Source: an optimization exercise on an open RTL-to-GDS flow (aim: small area). Production flows keep margins and buffers that such runs may drop.
In this exercise RTL edits were held to simulation tests only and were not proved equivalent to the original.
No activity file was given, so power comes from the tool's default toggle rates.

==> flow/design.v (outline; a module is shown in full before it is edited, if it fits) <==
// module requant_fa: 9 lines
// module requant_ha: 8 lines
// module requant_maj: 7 lines
// module requant_and2: 6 lines
// module requant_or2: 6 lines
// module requant_ao21: 7 lines
// module requant_pp: 6 lines
// module requant: 1576 lines
module requant (
	clk,
	ce,
	rst,
	data_in,
	sync_in,
	gain,
	data_out,
	sync_out,
	addr,
	ovfl
);
  // ...
==> flow/flow/run.sh <==
#!/bin/bash
# Standard ORFS layout, with plain buf_1 cells as the port buffers.
set -euo pipefail
bash standard.sh "BUFFER_PORTS_ARGS=-buffer_cell sky130_fd_sc_hd__buf_1" finish > make_finish.log 2>&1
==> flow/standard.sh <==
#!/bin/bash
# synth_recipe.tcl (not shown) runs the flow's synth.tcl, then flattens the netlist and writes it again
# the make line also repeats each setting of config.mk as NAME=value (left out here)
make -C /OpenROAD-flow-scripts/flow DESIGN_CONFIG=/design/flow/config.mk WORK_HOME=/design/flow/orfs CLKGATE_MAP_FILE= SYNTH_SCRIPT=/design/flow/synth_recipe.tcl "${@:-finish}"
==> flow/config.mk <==
export PLATFORM = sky130hd
export DESIGN_NAME = requant
export DESIGN_NICKNAME = requant
export VERILOG_FILES = /design/flow/design.v
export SDC_FILE = /design/flow/constraint.sdc
export NUM_CORES = 4
export LEC_CHECK = 0
export CAP_MARGIN = 0
export CORE_MARGIN = 2
export CORE_UTILIZATION = 65
export CTS_BUF_LIST = sky130_fd_sc_hd__clkbuf_8
export GPL_TIMING_DRIVEN = 0
export PLACE_DENSITY = 0.75
export SLEW_MARGIN = 0
export SYNTH_HIERARCHICAL = 1
export SYNTH_MINIMUM_KEEP_SIZE = 0
==> flow/constraint.sdc <==
create_clock -name core_clock -period 7.0 [get_ports {clk}]
set_input_delay 1.4000 -clock core_clock [delete_from_list [all_inputs] [get_ports {clk}]]
set_output_delay 1.4000 -clock core_clock [all_outputs]
set_load 0.01 [all_outputs]
==> results.py, run 1 <==
metrics = {
    "outcome": {
        "outcome": "no timing/DRC/antenna violations",
    },
    "synth": {
        "ys_warn_count": 7,
        "synth.distinct_cells": 39,
        "yosysSeqAreaShare_pct": 24.9,
        "synth-edff-count": 75,
        "yosysMostFrequentCell": "nor2_1",
        "synthArstFlopShare_pct": 0,
        "synth_top_cells_by_area": "fa_1 40%, edfxtp_1 21%, nor2_1 11%",
        "synth_seq_cells": 94,
    },
    "floorplanning": {
        "tap_cells": 216,
        "start_util_pct": 66.6,
        "io_pins": 80,
        "die_x_um": 132,
        "die_h_um": 132,
    },
    "power_and_ir_drop": {
        "powerSeq_uw": 993,
        "clkPwrFrac_pct": 8.7,
        "power.group.top": "combinational logic",
        "switching_share_pct": 40.5,
    },
    "route": {
        "via_per_inst": 5.85,
        "drt-total-wl_um": 21800,
        "routed-via-count": 7246,
        "top_layer": "met5",
    },
    "clocking": {
        "postCtsResizedCells": 0,
    },
    "global_route": {
        "grt_overflow": 0,
        "grt_use_met2_pct": 44.5,
        "grt_use_total_pct": 26.8,
        "met3_usage_pct": 4.13,
    },
    "critical_path": {
        "critPathMaxFanout": 19,
        "critPathMaxStageDelay_ps": 960,
        "cpMostUsedCell": "fa_1",
        "cp.arrival_ps": 6790,
        "cp_data_required_time_ps": 7100,
        "end_kind": "flip-flop",
        "r2r_end": "st2[2]",
    },
    "placed_design": {
        "dpl_cell_area_mm2": 0.0112,
        "gp_congestion": 0.846,
        "dp_slack_ps": -247,
    },
    "hold_path": {
        "min_from": "sync_fifo[2]",
        "hp-class": "reg -> reg",
    },
    "timing": {
        "finalHoldViolCount": 0,
        "relSlewSlack_pct": 15.8,
    },
    "cells_and_area": {
        "layout_commonest_cell": "nor2_1",
        "largest_class": "multi-input combinational cells",
        "seq_cell_count": 94,
    },
}
==> run 2, diff against run 1 <==
==> flow/flow/run.sh (replaced) <==
#!/bin/bash
# Standard ORFS layout, with plain buf_1 cells as the port buffers and
# power recovery (downsizing of gates off the critical paths) after global routing.
set -euo pipefail
bash standard.sh "BUFFER_PORTS_ARGS=-buffer_cell sky130_fd_sc_hd__buf_1" RECOVER_POWER=100 finish > make_finish.log 2>&1
--- a/flow/config.mk
+++ b/flow/config.mk
@@ -6,5 +6,5 @@
 export NUM_CORES = 4
 export LEC_CHECK = 0
-export CAP_MARGIN = 0
+export CAP_MARGIN = 20
 export CORE_MARGIN = 2
 export CORE_UTILIZATION = 65
@@ -12,5 +12,5 @@
 export GPL_TIMING_DRIVEN = 0
 export PLACE_DENSITY = 0.75
-export SLEW_MARGIN = 0
+export SLEW_MARGIN = 20
 export SYNTH_HIERARCHICAL = 1
 export SYNTH_MINIMUM_KEEP_SIZE = 0
==> run 2 against run 1 <==
- now fails the layout checks on max-capacitance violations, max-slew violations
- design area grew 0.55%
- critical path depth grew 1
- clock power shrank 7.7%
- via count grew 0.63%
- clock-buffer cell count grew 1
- sequential share of layout area shrank 0.13 points
- fmax grew 0.58%
- synthesized cell count is the same
==> results.py, run 2 <==
metrics = {
    "outcome": {
        "outcome": "failed layout checks",
        "violations": "max-capacitance violations, max-slew violations",
    },
    "clocking": {
        "clock-sinks": 94,
        "cts_max_path_buffers": 2,
        "numCtsBuffers": 9,
        "postCtsSetupBuffers": 0,
        "holdBufCountCts": 0,
        "clk_pin_slew_ps": 90,
        "clk_latency_ps": 350,
        "htreeDepth": 3,
        "root_buffer": "clkbuf_8",
        "cts_tree": "yes",
    },
    "global_route": {
        "grt_overflow": 0,
        "grt_max_degree": 36,
        "antenna_found_initial": 1,
        "grt_use_total_pct": 27.3,
        "grt_pass1_wl_um": 37500,
        "grt_pass1_vias": 7582,
    },
    "route": {
        "drcViolationCount": 0,
        "wl_per_cell_um": 17.7,
        "drt-pass1-iter-count": 5,
        "drtAntennaViolNets": 0,
        "drt-total-wl_um": 22100,
        "drt_iter0_markers": 504,
        "routed-via-count": 7292,
        "via_per_inst": 5.87,
    },
    "power_and_ir_drop": {
        "p_per_area_mw_per_mm2": 338,
        "vdd_drop_max_mv": 0.273,
        "leakagePower_uw": 0.00492,
    },
    "timing": {
        "rsz0062_at_grt": "false",
        "tightest_slew_ps": 1590,
        "fmax_mhz": 150,
        "finalSetupTns_ps": 0,
        "finalSetupViolations": 0,
        "fin_crit_sh_pct": 95.0,
        "finalHoldViolCount": 0,
        "finalClockSkew_ps": 15.6,
        "relSlewSlack_pct": -6.06,
        "period_minus_slack_ps": 6650,
        "whs_ps": 331,
        "drv_slew": 65,
    },
    "floorplanning": {
        "core_area_mm2": 0.0159,
        "start_util_pct": 66.6,
        "die_h_um": 132,
        "dieArea_mm2": 0.0173,
        "die_x_um": 132,
        "placementRows": 46,
        "io_pins": 80,
    },
    "cells_and_area": {
        "reg.largest.list": "st2 (17), st3 (17), st4 (17)",
        "diodes": 0,
        "area_delta_synth_final_pct": 8.07,
        "final_nets": 1351,
        "layout-drive-gt1-share_pct": 5.36,
        "ff_latch_area_mm2": 0.00263,
        "multi_input_area_mm2": 0.00791,
        "layout_common_cells": "322 x nor2_1, 210 x fa_1, 75 x edfxtp_1, 75 x buf_1, 68 x ha_1",
        "layout_commonest_cell": "nor2_1",
        "fin_cells": 1243,
        "fillCellCount": 1177,
    },
    "synth": {
        "synth_top_area_share_pct": 39.8,
        "synth_top_cell_by_area": "fa_1",
        "synth.distinct_cells": 39,
        "netlist_instances": 929,
        "syn_area_mm2": 0.0106,
        "ys_warn_count": 7,
        "synth_seq_cells": 94,
        "avgSynthCellArea_um2": 11.4,
        "ys_dominant_reg_cell": "edfxtp_1",
        "synth_commonest_cells": "322 x nor2_1, 210 x fa_1, 75 x edfxtp_1",
        "synth-edff-count": 75,
        "synthArstFlopShare_pct": 0,
        "yosysMostFrequentCell": "nor2_1",
        "synth_top_cells_by_area": "fa_1 40%, edfxtp_1 21%, nor2_1 11%",
        "yosysSeqAreaShare_pct": 24.9,
    },
    "critical_path": {
        "cp.arrival_ps": 6740,
        "start_kind": "input port",
        "cp_data_required_time_ps": 7100,
        "critPathMaxFanout": 11,
        "end_kind": "flip-flop",
        "crit_type": "in -> reg",
    },
    "placed_design": {
        "place_inst": 1227,
        "portBuffers": 79,
        "hpwl_um": 16900,
        "gp_congestion": 0.846,
    },
    "job": {
        "drv_cap": 2,
    },
    "hold_path": {
        "hp-class": "reg -> reg",
    },
}
[run 2: changes by cell type in the layout (fill, tap and decap cells not counted), moves of 3 or more]
cell and change:
and2_1 -6, buf_1 -3, inv_1 -5, clkinv_1 +3
xnor2_1 -7, xnor2_2 +7, clkbuf_1 +6, and2_0 +6
[run 2: what timing repair did]
| action | in CTS | in global routing |
|---|---|---|
| gates resized for setup | 0 | 5 |
| endpoints found under the hold margin | 0 | 0 |
| setup endpoints to repair | 0 | 6 |
[run 2: path summary, 6_finish.rpt]
check                    start           end  slack, ps  cells after the start
setup / recovery   data_in[17]      im_r14_0        350                     14
hold reg to reg   sync_fifo[2]  sync_fifo[1]        330                      0
setup reg to reg      im_cin_r        st2[5]       3680                     10
hold / removal    sync_fifo[2]  sync_fifo[1]        330                      0
[run 2: stage by stage]
step / worst slack, ps / total power [uW] / utilization (%) / area (um2)
2_1_floorplan: 638 / 2830 / - / 10600
3_3_place_gp: -245 / 3450 / 70.1 / 11100
3_5_place_dp: -308 / 3590 / 70.5 / 11200
4_1_cts: 89.5 / 3940 / 71.6 / 11400
5_1_grt: 156 / 4340 / 71.9 / 11400
6_report: 352 / 3860 / 71.9 / 11400
[run 2: kinds of logic after synthesis]
kind of cell / share of synthesized area [%]
AND/OR/NAND/NOR: 16.8
adder cells (fa/ha/maj): 49.3
flip-flops: 24.9
XOR/XNOR: 4.72
AO/OA/AOI/OAI: 2.77
buffers and inverters: 0.982
multiplexers: 0.497
[run 2: layout make-up]
class | instances | area share [%]
clock buffer | 10 | 1.20
multi-input combinational | 812 | 69.2
sequential | 94 | 23.0
buffer | 11 | 0.526
inverter | 11 | 0.394
clock inverter | 6 | 0.307
timing repair buffer | 83 | 2.92
tap | 216 | 2.36
[run 2: power by group]
group	total, uW	internal (uW)	leakage, uW	switching [uW]
combinational	2560	1200	0.00394	1360
clock	312	138	0.0000957	174
sequential	994	951	0.000890	43.2
total	3860	2280	0.00492	1580
[run 2: worst max-delay path, stage by stage]
cell and delay (ps):
clkbuf_1 340, buf_2 390, clkbuf_2 460, xnor2_2 300
nor2_1 210, fa_1 490, fa_1 440, fa_1 430
fa_1 530, fa_1 430, ha_1 300, ha_1 190
fa_1 380, fa_1 440
[run 2: metal layers]
layer	share of wire (%)	GRT usage [%]	vias up
li1	-	-	3238
met1	41	38.4	3663
met2	49	44.5	351
met3	7.7	4.55	38
met4	2.2	8.03	2
met5	0.054	0	-
[run 2: per-module statistics from Yosys (local to each module, per instance)]
| module | cell area [um2] | cells | flops+latches |
|---|---|---|---|
| requant_or2 | 6.26 | 1 | 0 |
| requant_ha | 12.5 | 1 | 0 |
| requant_ao21 | 7.51 | 1 | 0 |
| requant_pp | 3.75 | 1 | 0 |
| requant | 4490 | 373 | 94 |
| requant_fa | 20.0 | 1 | 0 |
| requant_and2 | 6.26 | 1 | 0 |
| requant_maj | 11.3 | 1 | 0 |
==> run 3, diff against run 2 <==
==> flow/flow/run.sh (replaced) <==
#!/bin/bash
# Standard ORFS layout, with plain buf_1 cells as the port buffers and a clock
# tree of clkbuf_8 cells without dummy loads.
set -euo pipefail
bash standard.sh "BUFFER_PORTS_ARGS=-buffer_cell sky130_fd_sc_hd__buf_1" \
  "CTS_ARGS=-sink_clustering_enable -repair_clock_nets -buf_list sky130_fd_sc_hd__clkbuf_8 -dont_use_dummy_load -sink_clustering_size 24 -sink_clustering_max_diameter 120" \
  finish > make_finish.log 2>&1
--- a/flow/config.mk
+++ b/flow/config.mk
@@ -6,11 +6,10 @@
 export NUM_CORES = 4
 export LEC_CHECK = 0
-export CAP_MARGIN = 20
+export CAP_MARGIN = 0
 export CORE_MARGIN = 2
 export CORE_UTILIZATION = 65
-export CTS_BUF_LIST = sky130_fd_sc_hd__clkbuf_8
 export GPL_TIMING_DRIVEN = 0
 export PLACE_DENSITY = 0.75
-export SLEW_MARGIN = 20
+export SLEW_MARGIN = 0
 export SYNTH_HIERARCHICAL = 1
 export SYNTH_MINIMUM_KEEP_SIZE = 0
==> run 3 against run 2 <==
- the run now finishes clean
- design area decreased by 1.1%
- clock-buffer cell count decreased by 1
- non-clock buffer count decreased by 4
- setup slack got worse by 43 ps
- die area unchanged
- register-to-register slack improved by 30 ps
- area after synthesis unchanged
- hold slack about the same
- clock skew increased by 8.8 ps
- global-route usage decreased by 0.50 points
==> results.py, run 3 <==
metrics = {
    "clocking": {
        "holdBufCountCts": 0,
        "postCtsSetupBuffers": 0,
        "clk_latency_ps": 340,
        "cts_max_path_buffers": 2,
        "htreeDepth": 3,
        "root_buffer": "clkbuf_8",
        "postCtsResizedCells": 0,
        "clk_pin_slew_ps": 80,
        "clock-sinks": 94,
        "numCtsBuffers": 9,
        "cts_tree": "yes",
    },
    "synth": {
        "synthArstFlopShare_pct": 0,
        "avgSynthCellArea_um2": 11.4,
        "yosysSeqAreaShare_pct": 24.9,
        "syn_area_mm2": 0.0106,
        "synth.distinct_cells": 39,
        "ys_warn_count": 7,
        "yosysMostFrequentCell": "nor2_1",
        "synth_top_cells_by_area": "fa_1 40%, edfxtp_1 21%, nor2_1 11%",
        "ys_dominant_reg_cell": "edfxtp_1",
        "synth_seq_cells": 94,
        "synth_commonest_cells": "322 x nor2_1, 210 x fa_1, 75 x edfxtp_1",
        "synth_top_cell_by_area": "fa_1",
        "synth_top_area_share_pct": 39.8,
        "synth-edff-count": 75,
        "netlist_instances": 929,
    },
    "cells_and_area": {
        "layout_commonest_cell": "nor2_1",
        "diodes": 0,
        "multi_input_area_mm2": 0.00786,
        "layout_common_cells": "322 x nor2_1, 210 x fa_1, 78 x buf_1",
        "final_nets": 1347,
        "fillCellCount": 1228,
        "reg.largest.list": "st2 (17), st3 (17), st4 (17)",
        "fin_cells": 1232,
        "area_delta_synth_final_pct": 6.87,
        "ff_latch_area_mm2": 0.00263,
        "layout-drive-gt1-share_pct": 4.04,
    },
    "timing": {
        "relSlewSlack_pct": 16.5,
        "drv_slew": 0,
        "rsz0062_at_grt": "false",
        "fin_ws_ps": 309,
        "finalClockSkew_ps": 24.3,
        "period_minus_slack_ps": 6690,
        "finalHoldViolCount": 0,
        "finalSetupViolations": 0,
        "tightest_slew_ps": 1240,
        "fin_crit_sh_pct": 95.6,
        "fmax_mhz": 149,
    },
    "placed_design": {
        "hpwl_um": 16500,
        "gp_congestion": 0.846,
        "portBuffers": 79,
        "place_inst": 1225,
        "dp_slack_ps": -247,
    },
    "critical_path": {
        "crit_type": "in -> reg",
        "critPathMaxStageDelay_ps": 960,
        "path_cells": "buf_1, buf_2, xnor2_1, nor2_1, fa_1, fa_1, fa_1, fa_1, fa_1, ha_1, ha_1, fa_1, fa_1",
        "cpMostUsedCell": "fa_1",
        "cp.arrival_ps": 6770,
        "rr_startpoint": "im_cin_r",
        "cp_slowest_cell": "xnor2_1",
        "end_kind": "flip-flop",
        "startpoint": "data_in[17]",
        "critPathMaxFanout": 19,
        "r2r_cells": 10,
        "cp_data_required_time_ps": 7080,
        "start_kind": "input port",
    },
    "route": {
        "drt-total-wl_um": 21900,
        "wl_per_cell_um": 17.8,
        "drt_iter0_markers": 459,
        "drt-pass1-iter-count": 6,
        "routed-via-count": 7222,
        "via_per_inst": 5.86,
        "drcViolationCount": 0,
        "drtAntennaViolNets": 0,
    },
    "global_route": {
        "antenna_found_initial": 1,
        "grt_pass1_wl_um": 36900,
        "grt_pass1_vias": 7546,
        "grt_overflow": 0,
        "grt_use_total_pct": 26.8,
        "grt_max_degree": 46,
    },
    "outcome": {
        "outcome": "no timing/DRC/antenna violations",
    },
    "floorplanning": {
        "io_pins": 80,
        "die_h_um": 132,
        "die_x_um": 132,
        "dieArea_mm2": 0.0173,
        "start_util_pct": 66.6,
        "placementRows": 46,
        "core_area_mm2": 0.0159,
    },
    "job": {
        "drv_cap": 0,
    },
    "power_and_ir_drop": {
        "vdd_drop_max_mv": 0.268,
        "p_per_area_mw_per_mm2": 336,
        "leakagePower_uw": 0.00487,
    },
    "hold_path": {
        "min_from": "sync_fifo[2]",
        "hp-class": "reg -> reg",
        "min_path_cells": 0,
    },
}
[run 3: cell counts after synthesis]
Identical to the previous run, type by type.
[run 3: per-module statistics from Yosys, one instance, submodules excluded, excerpt]
module	flip-flops and latches	copies in the design	cell area [um2]	cells
requant_fa	0	210	20.0	1
requant	94	1	4490	373
requant_pp	0	264	3.75	1
requant_or2	0	8	6.26	1
requant_and2	0	8	6.26	1
requant_maj	0	14	11.3	1
[run 3: cells by family (layout without fill, tap and decap cells)]
| kind of cell | count (synthesis) | in the layout | share of synthesized area (%) |
|---|---|---|---|
| simple gates | 417 | 417 | 16.8 |
| fa+ha+maj | 292 | 292 | 49.3 |
| buf+inv | 23 | 110 | 0.982 |
| compound gates | 41 | 41 | 2.77 |
| mux | 5 | 5 | 0.497 |
| flops | 94 | 94 | 24.9 |
| xor+xnor | 57 | 57 | 4.72 |
[run 3: report_power, final]
part	internal (uW)	leakage [uW]	switching, uW	total (uW)
logic	1190	0.00391	1350	2540
registers	951	0.000890	42.8	994
clock network	115	0.0000647	151	266
total	2260	0.00487	1550	3800
[run 3: critical path, delay by kind of cell]
family                   cells  cell delay (ps)
adder cells (fa/ha/maj)      9             3710
AND/OR/NAND/NOR              1              150
XOR/XNOR                     1              960
buffers and inverters        2              550
[run 3: through the flow]
step / power, uW / hold WS [ps] / TNS, ps / instance area, um2 / util (%)
final: 3800 / 331 / 0 / 11300 / 71.1
after global routing: 4270 / 341 / 0 / 11300 / 71.1
after CTS: 3870 / 332 / 0 / 11300 / 71.1
after detailed placement: 3580 / 314 / -806 / 11200 / 70.3
after global placement: 3450 / 312 / -738 / 11100 / 70.1
after floorplan: 2830 / 310 / 0 / 10600 / -
[run 3: area by class of cell]
| class | instances | share of cell area, % |
|---|---|---|
| multi-input cells | 812 | 69.6 |
| flip-flops and latches | 94 | 23.3 |
| repair buffers | 80 | 2.81 |
| well taps | 216 | 2.39 |
| clock buffers | 9 | 1.10 |
| plain buffers | 10 | 0.487 |
| inverters | 11 | 0.365 |
[run 3: worst paths after layout]
path / to / slack (ps)
hold reg to reg: sync_fifo[1] / 330
hold / removal: sync_fifo[1] / 330
setup / recovery: im_r14_0 / 310
setup reg to reg: st2[2] / 3710
[run 3: routing by layer]
layer,up-vias,share of wire [%],GRT usage [%]
li1,3217,-,-
met1,3647,42,37.7
met2,325,48,44.5
met3,31,7.6,3.82
met4,2,1.7,7.13
met5,-,0.032,0
==> run 4, diff against run 3 <==
==> flow/flow/run.sh (replaced) <==
#!/bin/bash
# Standard ORFS layout, with plain buf_1 cells as the port buffers and a clock
# tree of clkbuf_8 cells without dummy loads.
set -euo pipefail
bash standard.sh "BUFFER_PORTS_ARGS=-buffer_cell sky130_fd_sc_hd__buf_1" \
  "CTS_ARGS=-sink_clustering_enable -repair_clock_nets -buf_list sky130_fd_sc_hd__clkbuf_8 -dont_use_dummy_load" \
  finish > make_finish.log 2>&1
==> run 4 against run 3 <==
- setup slack stayed put
- core utilization unchanged
- clock-buffer cell count unchanged
- still clean on timing, DRC and antenna
- area after synthesis did not move
- die area is the same
- clock power about the same
==> results.py, run 4 <==
metrics = {
    "outcome": {
        "outcome": "no timing/DRC/antenna violations",
    },
    "timing": {
        "finalClockSkew_ps": 24.3,
        "period_minus_slack_ps": 6690,
        "finalSetupTns_ps": 0,
        "relSlewSlack_pct": 16.5,
        "finalHoldViolCount": 0,
        "finalSetupViolations": 0,
        "rsz0062_at_grt": "false",
        "tightest_slew_ps": 1240,
        "drv_slew": 0,
        "fmax_mhz": 149,
        "whs_ps": 331,
        "fin_crit_sh_pct": 95.6,
    },
    "placed_design": {
        "place_inst": 1225,
        "dpl_cell_area_mm2": 0.0112,
        "portBuffers": 79,
        "gp_congestion": 0.846,
        "hpwl_um": 16500,
    },
    "route": {
        "drt-total-wl_um": 21900,
        "drt_iter0_markers": 459,
        "drtAntennaViolNets": 0,
        "via_per_inst": 5.86,
        "routed-via-count": 7222,
        "drcViolationCount": 0,
        "wl_per_cell_um": 17.8,
        "drt-pass1-iter-count": 6,
    },
    "power_and_ir_drop": {
        "switching_share_pct": 40.6,
        "seqPwrFrac_pct": 26.1,
        "clkPwrFrac_pct": 7.0,
        "leakagePower_uw": 0.00487,
        "p_sw_uw": 1550,
        "intPower_uw": 2260,
        "vdd_drop_max_mv": 0.268,
        "power_frac_comb_pct": 66.9,
        "p_per_area_mw_per_mm2": 336,
    },
    "floorplanning": {
        "dieArea_mm2": 0.0173,
        "start_util_pct": 66.6,
        "die_x_um": 132,
        "placementRows": 46,
        "io_pins": 80,
        "core_area_mm2": 0.0159,
        "die_h_um": 132,
    },
    "critical_path": {
        "start_kind": "input port",
        "cp.arrival_ps": 6770,
        "critPathMaxFanout": 19,
        "cp_data_required_time_ps": 7080,
        "end_kind": "flip-flop",
        "crit_type": "in -> reg",
    },
    "cells_and_area": {
        "area_delta_synth_final_pct": 6.87,
        "layout-drive-gt1-share_pct": 4.04,
        "diodes": 0,
        "layout_common_cells": "322 x nor2_1, 210 x fa_1, 78 x buf_1",
        "fin_cells": 1232,
        "reg.largest.list": "st2 (17), st3 (17), st4 (17)",
        "layout_commonest_cell": "nor2_1",
        "final_nets": 1347,
        "design_area_mm2": 0.0113,
    },
    "global_route": {
        "global_route.peak_usage_layer": "met2",
        "grt_pass1_vias": 7546,
        "antenna_found_initial": 1,
        "grt_overflow": 0,
        "met3_usage_pct": 3.82,
        "grt_use_total_pct": 26.8,
        "grt_pass1_wl_um": 36900,
        "grt_use_met2_pct": 44.5,
        "met1_usage_pct": 37.7,
        "grt_max_degree": 46,
    },
    "synth": {
        "synth_top_area_share_pct": 39.8,
        "yosysSeqAreaShare_pct": 24.9,
        "avgSynthCellArea_um2": 11.4,
        "synthArstFlopShare_pct": 0,
        "synth-edff-count": 75,
        "synth_commonest_cells": "322 x nor2_1, 210 x fa_1, 75 x edfxtp_1",
        "syn_area_mm2": 0.0106,
        "ys_dominant_reg_cell": "edfxtp_1",
        "synth.distinct_cells": 39,
        "yosysMostFrequentCell": "nor2_1",
        "ys_warn_count": 7,
        "synth_top_cells_by_area": "fa_1 40%, edfxtp_1 21%, nor2_1 11%",
        "synth_seq_cells": 94,
        "netlist_instances": 929,
        "synth_top_cell_by_area": "fa_1",
    },
    "clocking": {
        "holdBufCountCts": 0,
        "numCtsBuffers": 9,
        "postCtsSetupBuffers": 0,
        "cts_max_path_buffers": 2,
        "root_buffer": "clkbuf_8",
        "htreeDepth": 3,
        "clock-sinks": 94,
        "cts_tree": "yes",
        "clk_pin_slew_ps": 80,
        "clk_latency_ps": 340,
    },
    "hold_path": {
        "hp-class": "reg -> reg",
    },
    "job": {
        "drv_cap": 0,
    },
}
==> run 4: cell counts after synthesis <==
Identical to the previous run, type by type.
==> run 4: final timing paths <==
check                       to          from  slack (ps)  depth (start not counted)
setup / recovery      im_r14_0   data_in[17]         310                         13
hold / removal    sync_fifo[1]  sync_fifo[2]         330                          0
setup reg to reg        st2[2]      im_cin_r        3710                         10
hold reg to reg   sync_fifo[1]  sync_fifo[2]         330                          0
==> run 4: metal layers <==
layer / share of wire (%) / routed length, um / vias up
li1: - / - / 3217
met1: 42 / 9230 / 3647
met2: 48 / 10600 / 325
met3: 7.6 / 1670 / 31
met4: 1.7 / 368 / 2
met5: 0.032 / 7 / -
==> run 4: layout make-up <==
type,instances,area (um2)
Multi-Input combinational cell,812,7860
Tap cell,216,270
Buffer,10,55.1
Fill cell,1228,4580
Timing Repair Buffer,80,318
Clock buffer,9,124
Sequential cell,94,2630
Inverter,11,41.3
==> run 4: critical path, stage by stage <==
cell	delay [ps]
buf_1	190
buf_2	360
xnor2_1	960
nor2_1	150
fa_1	560
fa_1	430
fa_1	440
fa_1	530
fa_1	430
ha_1	300
ha_1	190
fa_1	390
fa_1	440
==> run 4: cell families after synthesis <==
| group | synth area share, % |
|---|---|
| xor gates and xnor gates | 4.72 |
| and+or+nand+nor | 16.8 |
| muxes | 0.497 |
| buffers and inverters | 0.982 |
| DFF | 24.9 |
| AOI/OAI and AO/OA | 2.77 |
| adders and majority gates | 49.3 |
==> run 4: power by group through the flow <==
stage	Sequential (uW)	Clock (uW)	Combinational, uW
after floorplan	995	0	1830
after global placement	1000	0	2440
after detailed placement	1010	0	2570
after CTS	996	278	2600
after global routing	1010	299	2960
final	994	266	2540
==> run 4: per-module statistics from Yosys, one instance, submodules excluded <==
module,flip-flops and latches,cells inside,times used,cell area (um2)
requant_fa,0,1,210,20.0
requant_pp,0,1,264,3.75
requant_ha,0,1,48,12.5
requant_or2,0,1,8,6.26
requant_and2,0,1,8,6.26
requant_maj,0,1,14,11.3
requant,94,373,1,4490
requant_ao21,0,1,4,7.51
==> run 4: what timing repair did <==
action / CTS / global route
gates resized for setup: 0 / 3
endpoints found under the setup margin: 0 / 6
endpoints found under the hold margin: 0 / 0
==> run 4: through the flow <==
stage | power (uW) | utilization (%) | setup WS, ps
2_1_floorplan | 2830 | - | 638
3_3_place_gp | 3450 | 70.1 | -245
3_5_place_dp | 3580 | 70.3 | -247
4_1_cts | 3870 | 71.1 | 93.7
5_1_grt | 4270 | 71.1 | 114
6_report | 3800 | 71.1 | 309
==> run 5, diff against run 4 <==
==> flow/flow/run.sh (replaced) <==
#!/bin/bash
# Standard ORFS layout, with plain buf_1 cells as the port buffers and a clock
# tree of clkbuf_8 cells without dummy loads; synthesis buffers are removed at floorplanning.
set -euo pipefail
bash standard.sh "BUFFER_PORTS_ARGS=-buffer_cell sky130_fd_sc_hd__buf_1" \
  "CTS_ARGS=-sink_clustering_enable -repair_clock_nets -buf_list sky130_fd_sc_hd__clkbuf_8 -dont_use_dummy_load" \
  REMOVE_ABC_BUFFERS=1 finish > make_finish.log 2>&1
==> run 5 against run 4 <==
- still clean on timing, DRC and antenna
- fmax grew 0.51%
- hold slack worse by 1.5 ps
- clock-buffer cell count is the same
- clock skew shrank 5.0 ps
- area after synthesis stayed put
- power fell by 0.47%
- flip-flop and latch count unchanged
- die area unchanged
- synthesized cell count unchanged
- critical path type unchanged
- critical endpoint unchanged
==> results.py, run 5 <==
metrics = {
    "power_and_ir_drop": {
        "seqPwrFrac_pct": 26.3,
        "power_frac_comb_pct": 66.7,
        "clkPwrFrac_pct": 7.0,
        "p_per_area_mw_per_mm2": 337,
        "vdd_drop_max_mv": 0.230,
        "leakagePower_uw": 0.00484,
        "switching_share_pct": 40.6,
        "intPower_uw": 2250,
        "p_sw_uw": 1540,
    },
    "route": {
        "drt-total-wl_um": 21600,
        "drcViolationCount": 0,
        "drt-pass1-iter-count": 5,
        "via_per_inst": 5.88,
        "routed-via-count": 7197,
        "drtAntennaViolNets": 0,
        "wl_per_cell_um": 17.6,
        "drt_iter0_markers": 635,
    },
    "cells_and_area": {
        "area_delta_synth_final_pct": 6.35,
        "diodes": 0,
        "ff_latch_area_mm2": 0.00263,
        "layout_commonest_cell": "nor2_1",
        "final_nets": 1338,
        "final_core_util_pct": 70.8,
        "multi_input_area_mm2": 0.00784,
        "layout_common_cells": "322 x nor2_1, 210 x fa_1, 76 x buf_1",
        "fin_cells": 1223,
        "reg.largest.list": "st2 (17), st3 (17), st4 (17)",
        "design_area_mm2": 0.0112,
        "layout-drive-gt1-share_pct": 3.67,
        "fillCellCount": 1205,
    },
    "critical_path": {
        "cp_data_required_time_ps": 7080,
        "end_kind": "flip-flop",
        "cp.arrival_ps": 6740,
        "crit_type": "in -> reg",
        "start_kind": "input port",
        "critPathMaxFanout": 24,
    },
    "timing": {
        "drv_slew": 0,
        "tightest_slew_ps": 1270,
        "relSlewSlack_pct": 15.0,
        "finalClockSkew_ps": 19.3,
        "period_minus_slack_ps": 6660,
        "whs_ps": 330,
        "fin_crit_sh_pct": 95.1,
        "rsz0062_at_grt": "false",
        "finalHoldViolCount": 0,
        "fmax_mhz": 150,
        "finalSetupViolations": 0,
    },
    "global_route": {
        "antenna_found_initial": 0,
        "grt_pass1_wl_um": 36600,
        "grt_pass1_vias": 7535,
        "grt_use_total_pct": 26.6,
        "grt_max_degree": 40,
        "grt_overflow": 0,
    },
    "synth": {
        "yosysMostFrequentCell": "nor2_1",
        "synth_commonest_cells": "322 x nor2_1, 210 x fa_1, 75 x edfxtp_1",
        "yosysSeqAreaShare_pct": 24.9,
        "synth-edff-count": 75,
        "synth_seq_cells": 94,
        "ys_dominant_reg_cell": "edfxtp_1",
        "ys_warn_count": 7,
        "synth_top_cells_by_area": "fa_1 40%, edfxtp_1 21%, nor2_1 11%",
        "netlist_instances": 929,
        "synth.distinct_cells": 39,
        "syn_area_mm2": 0.0106,
        "synth_top_area_share_pct": 39.8,
        "avgSynthCellArea_um2": 11.4,
        "synthArstFlopShare_pct": 0,
        "synth_top_cell_by_area": "fa_1",
    },
    "clocking": {
        "numCtsBuffers": 9,
        "root_buffer": "clkbuf_8",
        "clock-sinks": 94,
        "postCtsResizedCells": 0,
        "cts_tree": "yes",
        "htreeDepth": 3,
        "clk_pin_slew_ps": 70,
        "cts_max_path_buffers": 2,
        "clk_latency_ps": 350,
        "postCtsSetupBuffers": 0,
        "holdBufCountCts": 0,
    },
    "outcome": {
        "outcome": "no timing/DRC/antenna violations",
    },
    "placed_design": {
        "place_inst": 1214,
        "dpl_cell_area_mm2": 0.0111,
        "hpwl_um": 16300,
        "gp_congestion": 0.825,
        "portBuffers": 79,
    },
    "floorplanning": {
        "io_pins": 80,
        "placementRows": 46,
        "die_h_um": 132,
        "dieArea_mm2": 0.0173,
        "die_x_um": 132,
        "core_area_mm2": 0.0159,
        "start_util_pct": 66.6,
    },
    "hold_path": {
        "hp-class": "reg -> reg",
    },
    "job": {
        "drv_cap": 0,
    },
}
-- run 5: cell count changes in the layout (fill, tap and decap cells not counted), sizes merged --
cell    delta
clkbuf     -4
buf        -5
-- run 5: cell type report --
cell class                 instances  area share (%)
timing repair buffer              81            3.03
clock buffer                       9            1.10
tap                              216            2.40
inverter                          11           0.367
multi-input combinational        812            69.7
sequential                        94            23.4
-- run 5: per-module statistics from Yosys, one instance, submodules excluded --
module        cell area (um2)  flip-flops and latches
requant                  4490                      94
requant_and2             6.26                       0
requant_ao21             7.51                       0
requant_fa               20.0                       0
requant_ha               12.5                       0
requant_maj              11.3                       0
requant_or2              6.26                       0
requant_pp               3.75                       0
-- run 5: metrics by stage --
| stage | power [uW] | worst slack, ps | TNS [ps] |
|---|---|---|---|
| after floorplan | 2820 | 817 | 0 |
| after global placement | 3450 | -213 | -731 |
| after detailed placement | 3560 | -329 | -1180 |
| after CTS | 3860 | 50.1 | 0 |
| after global routing | 4270 | 117 | 0 |
| final | 3780 | 343 | 0 |
-- run 5: metal layers --
layer  track usage (%)  up-vias  part of all wire [%]
met2              43.6      336                    48
met1              37.1     3629                    42
met3              4.05       34                   7.5
li1                  -     3198                     -
met5                 0        -                     0
met4              8.39        0                   1.9
-- run 5: worst max-delay path: stages --
cell and delay, ps:
clkbuf_2 400, xnor2_1 1100, nor2_1 150, fa_1 490, fa_1 440, fa_1 470, fa_1 550, fa_1 420
ha_1 290, ha_1 190, fa_1 380, fa_1 440
-- run 5: power by group through the flow --
stage | combinational [uW] | clock, uW | sequential [uW]
detailed placement | 2550 | 0 | 1010
global placement | 2440 | 0 | 1010
CTS | 2580 | 281 | 999
floorplan | 1820 | 0 | 997
finish | 2520 | 266 | 996
global route | 2960 | 299 | 1010
-- run 5: worst paths after layout --
kind / startpoint / to / slack (ps) / depth (start not counted)
max: data_in[17] / im_r14_0 / 340 / 12
max reg2reg: im_cin_r / st2[3] / 3700 / 10
min reg2reg: sync_fifo[2] / sync_fifo[1] / 330 / 0
min: sync_fifo[2] / sync_fifo[1] / 330 / 0
-- run 5: kinds of logic after synthesis --
group	count (synthesis)	share of synthesized area, %
fa+ha+maj	292	49.3
compound gates	41	2.77
buf+inv	23	0.982
flops	94	24.9
simple gates	417	16.8
xor+xnor	57	4.72
mux	5	0.497
==> run 6, diff against run 5 <==
==> flow/flow/run.sh (replaced) <==
#!/bin/bash
# Standard ORFS layout, with plain buf_1 cells as the port buffers and, after
# floorplanning, synthesis's sized-up combinational cells reset to drive 1
# (flow/downsize.tcl); later repair steps size up where needed.
set -euo pipefail
bash standard.sh "BUFFER_PORTS_ARGS=-buffer_cell sky130_fd_sc_hd__buf_1" \
  "POST_FLOORPLAN_TCL=$PWD/flow/downsize.tcl" finish > make_finish.log 2>&1
==> flow/flow/downsize.tcl (new file) <==
# After floorplanning: put every combinational cell that synthesis sized up
# back to the smallest drive strength of the same function; the later
# repair steps size up again wherever timing, slew or load need it.
# Registers keep the cell type synthesis gave them.
set block [ord::get_db_block]
set n 0
foreach inst [$block getInsts] {
  set master [[$inst getMaster] getName]
  if { ![regexp {^(sky130_fd_sc_hd__[a-z0-9]+)_([0-9]+)$} $master -> base drive] } { continue }
  if { [regexp {__(df|edf|sdf|dl|sedf|tap|fill|decap|conb|clkbuf|clkinv|clkdly|dlygate|dlymetal)} $base] } { continue }
  foreach d {0 1 2} {
    if { $d >= $drive } { break }
    set cand [get_lib_cells -quiet ${base}_$d]
    if { [llength $cand] > 0 && [lsearch $::env(DONT_USE_CELLS) ${base}_$d] < 0 } {
      replace_cell [$inst getName] [get_name [lindex $cand 0]]
      incr n
      break
    }
  }
}
puts "downsize.tcl: resized $n instances"
--- a/flow/config.mk
+++ b/flow/config.mk
@@ -9,4 +9,5 @@
 export CORE_MARGIN = 2
 export CORE_UTILIZATION = 65
+export CTS_BUF_LIST = sky130_fd_sc_hd__clkbuf_8
 export GPL_TIMING_DRIVEN = 0
 export PLACE_DENSITY = 0.75
==> run 6 against run 5 <==
- fmax down 1.1%
- critical path type unchanged
- clock-buffer cell count is the same
- hold slack better by 2.8 ps
- power barely moved
- setup slack got worse by 72 ps
- clock skew fell by 7.0 ps
- clock power grew 15%
- critical endpoint unchanged
- design area increased by 0.97%
- non-clock buffer count is 11 higher
- area after synthesis is the same
- highest routed layer unchanged
==> results.py, run 6 <==
metrics = {
    "synth": {
        "yosysMostFrequentCell": "nor2_1",
        "synth_top_cell_by_area": "fa_1",
        "synth_commonest_cells": "322 x nor2_1, 210 x fa_1, 75 x edfxtp_1",
        "synth.distinct_cells": 39,
        "netlist_instances": 929,
        "ys_warn_count": 7,
        "synth_top_cells_by_area": "fa_1 40%, edfxtp_1 21%, nor2_1 11%",
        "synth-edff-count": 75,
        "syn_area_mm2": 0.0106,
        "synth_seq_cells": 94,
        "ys_dominant_reg_cell": "edfxtp_1",
        "avgSynthCellArea_um2": 11.4,
        "synthArstFlopShare_pct": 0,
        "synth_top_area_share_pct": 39.8,
        "yosysSeqAreaShare_pct": 24.9,
    },
    "cells_and_area": {
        "fin_cells": 1241,
        "fillCellCount": 1210,
        "multi_input_area_mm2": 0.00788,
        "reg.largest.list": "st2 (17), st3 (17), st4 (17)",
        "layout_commonest_cell": "nor2_1",
        "final_nets": 1349,
        "layout-drive-gt1-share_pct": 2.93,
        "area_delta_synth_final_pct": 7.38,
        "layout_common_cells": "322 x nor2_1, 210 x fa_1, 80 x buf_1",
        "design_area_mm2": 0.0114,
        "diodes": 0,
        "ff_latch_area_mm2": 0.00263,
    },
    "floorplanning": {
        "core_area_mm2": 0.0159,
        "die_h_um": 132,
        "io_pins": 80,
        "start_util_pct": 66.6,
        "die_x_um": 132,
        "dieArea_mm2": 0.0173,
        "placementRows": 46,
    },
    "power_and_ir_drop": {
        "intPower_uw": 2240,
        "p_sw_uw": 1550,
        "p_per_area_mw_per_mm2": 334,
        "seqPwrFrac_pct": 26.2,
        "clkPwrFrac_pct": 8.1,
        "leakagePower_uw": 0.00488,
        "vdd_drop_max_mv": 0.251,
        "switching_share_pct": 40.9,
        "power_frac_comb_pct": 65.7,
        "power_uw": 3790,
    },
    "timing": {
        "finalHoldViolCount": 0,
        "relSlewSlack_pct": 17.5,
        "drv_slew": 0,
        "period_minus_slack_ps": 6730,
        "tightest_slew_ps": 1240,
        "rsz0062_at_grt": "false",
        "finalSetupTns_ps": 0,
        "finalClockSkew_ps": 12.3,
        "finalSetupViolations": 0,
        "fmax_mhz": 149,
        "fin_ws_ps": 270,
        "fin_crit_sh_pct": 96.1,
    },
    "clocking": {
        "holdBufCountCts": 0,
        "htreeDepth": 3,
        "clk_pin_slew_ps": 80,
        "clk_latency_ps": 350,
        "cts_tree": "yes",
        "root_buffer": "clkbuf_8",
        "clock-sinks": 94,
        "postCtsSetupBuffers": 0,
        "cts_max_path_buffers": 2,
        "numCtsBuffers": 9,
        "postCtsResizedCells": 1,
    },
    "critical_path": {
        "start_kind": "input port",
        "cp_slowest_cell": "xnor2_1",
        "cp.arrival_ps": 6820,
        "critPathMaxStageDelay_ps": 790,
        "cpMostUsedCell": "fa_1",
        "cp_top_family": "adder cells",
        "crit_type": "in -> reg",
        "critPathMaxFanout": 10,
        "rr_startpoint": "im_cin_r",
        "end_kind": "flip-flop",
        "cp_data_required_time_ps": 7090,
        "r2r_end": "st2[7]",
        "r2r_slack_ps": 3700,
        "r2r_cells": 10,
        "path_buf_inv": 3,
        "path_cells": "buf_1, clkbuf_2, clkbuf_2, xnor2_1, nor2_1, fa_1, fa_1, fa_1, fa_1, fa_1, ha_1, ha_1, fa_1, fa_1",
    },
    "route": {
        "via_per_inst": 5.78,
        "wl_per_cell_um": 17.3,
        "routed-via-count": 7168,
        "drcViolationCount": 0,
        "drt-pass1-iter-count": 5,
        "drtAntennaViolNets": 0,
        "drt-total-wl_um": 21500,
        "drt_iter0_markers": 575,
    },
    "outcome": {
        "outcome": "no timing/DRC/antenna violations",
    },
    "global_route": {
        "grt_overflow": 0,
        "grt_max_degree": 45,
        "grt_pass1_vias": 7351,
        "grt_use_total_pct": 26.2,
        "antenna_found_initial": 1,
        "grt_pass1_wl_um": 35900,
    },
    "placed_design": {
        "hpwl_um": 16300,
        "dpl_cell_area_mm2": 0.0111,
        "dp_slack_ps": -401,
        "gp_congestion": 0.826,
        "portBuffers": 79,
        "place_inst": 1225,
    },
    "hold_path": {
        "min_from": "sync_fifo[1]",
        "hold_end": "sync_fifo[0]",
        "hp-class": "reg -> reg",
        "min_path_cells": 0,
    },
    "job": {
        "drv_cap": 0,
    },
}
[run 6: routing by layer]
metal	wire length, um	global-route usage, %	vias up	part of all wire [%]
met3	1570	4.59	32	7.3
li1	-	-	3233	-
met5	0	0	-	0
met4	442	8.51	0	2.1
met2	10200	41.7	332	47
met1	9290	37.4	3571	43
[run 6: area by class of cell]
class / instances / area share (%)
plain buffers: 12 / 0.441
clock buffers: 9 / 1.09
clock inverters: 7 / 0.364
inverters: 11 / 0.364
multi-input cells: 812 / 69.4
flip-flops and latches: 94 / 23.2
well taps: 216 / 2.38
repair buffers: 80 / 2.80
[run 6: per-stage QoR]
stage,util (%),hold slack (ps)
2_1_floorplan,-,310
6_report,71.5,332
3_5_place_dp,69.9,312
3_3_place_gp,69.8,312
5_1_grt,71.5,342
4_1_cts,71.0,333
[run 6: cells by family after synthesis]
logic type / share of synthesized area [%]
flops: 24.9
simple gates: 16.8
fa+ha+maj: 49.3
buf+inv: 0.982
compound gates: 2.77
mux: 0.497
xor+xnor: 4.72
[run 6: how the worst max path moves through the flow]
stage | startpoint | end | slack, ps | depth (start not counted)
after floorplan | data_in[17] | im_r14_0 | 640 | 13
after global placement | data_in[35] | re_r14_0 | -330 | 14
after detailed placement | data_in[35] | re_r14_0 | -400 | 14
after CTS | data_in[17] | im_r14_0 | 0.6 | 14
after global routing | gain[6] | im_r14_0 | 30 | 15
final | data_in[17] | im_r14_0 | 270 | 14
[run 6: worst reg2reg max path, stage by stage (launching register included)]
cell and delay (ps):
edfxtp_1 380, ha_1 210, ha_1 190, fa_1 360, ha_1 190, ha_1 190
fa_1 360, ha_1 180, nor2_1 540, nand2_1 130, mux2_1 320
[run 6: Yosys stat by module (local to each module, per instance)]
module,flops+latches,area (um2),times used
requant_and2,0,6.26,8
requant_or2,0,6.26,8
requant_maj,0,11.3,14
requant_pp,0,3.75,264
requant_ao21,0,7.51,4
requant_fa,0,20.0,210
requant,94,4490,1
requant_ha,0,12.5,48
[run 6: power groups by stage]
stage	combinational (uW)	clock [uW]	sequential, uW
final	2490	305	992
after global routing	2950	337	1010
after CTS	2550	316	994
after detailed placement	2510	0	1010
after global placement	2410	0	1000
after floorplan	1830	0	995

[port drivers added, routing unchanged]
No port has a modelled driver above. Below, the same layouts with a new extraction and two added sets of constraints.
Step 1: set_driving_cell puts a clkbuf_16 on clk and a buf_2 on each other input, an assumption about the parent block.
Step 2 also shifts input and output timing later by t, the mid clock arrival at the registers, as if the neighbouring blocks saw the same clock.
Slacks: no drivers / after step 1 / after step 2; pairs: no drivers / after step 1.
run	shift t [ns]	setup slack, ns	cell pins on the clock port's net
run 1	0.383	0.314 / 0.326 / -0.057	1
run 2	0.382	0.352 / 0.365 / -0.017	1
run 3	0.362	0.309 / 0.295 / -0.068	1
run 4	0.362	0.309 / 0.295 / -0.068	1
run 5	0.375	0.343 / 0.353 / -0.022	1
run 6	0.378	0.270 / 0.284 / -0.094	1
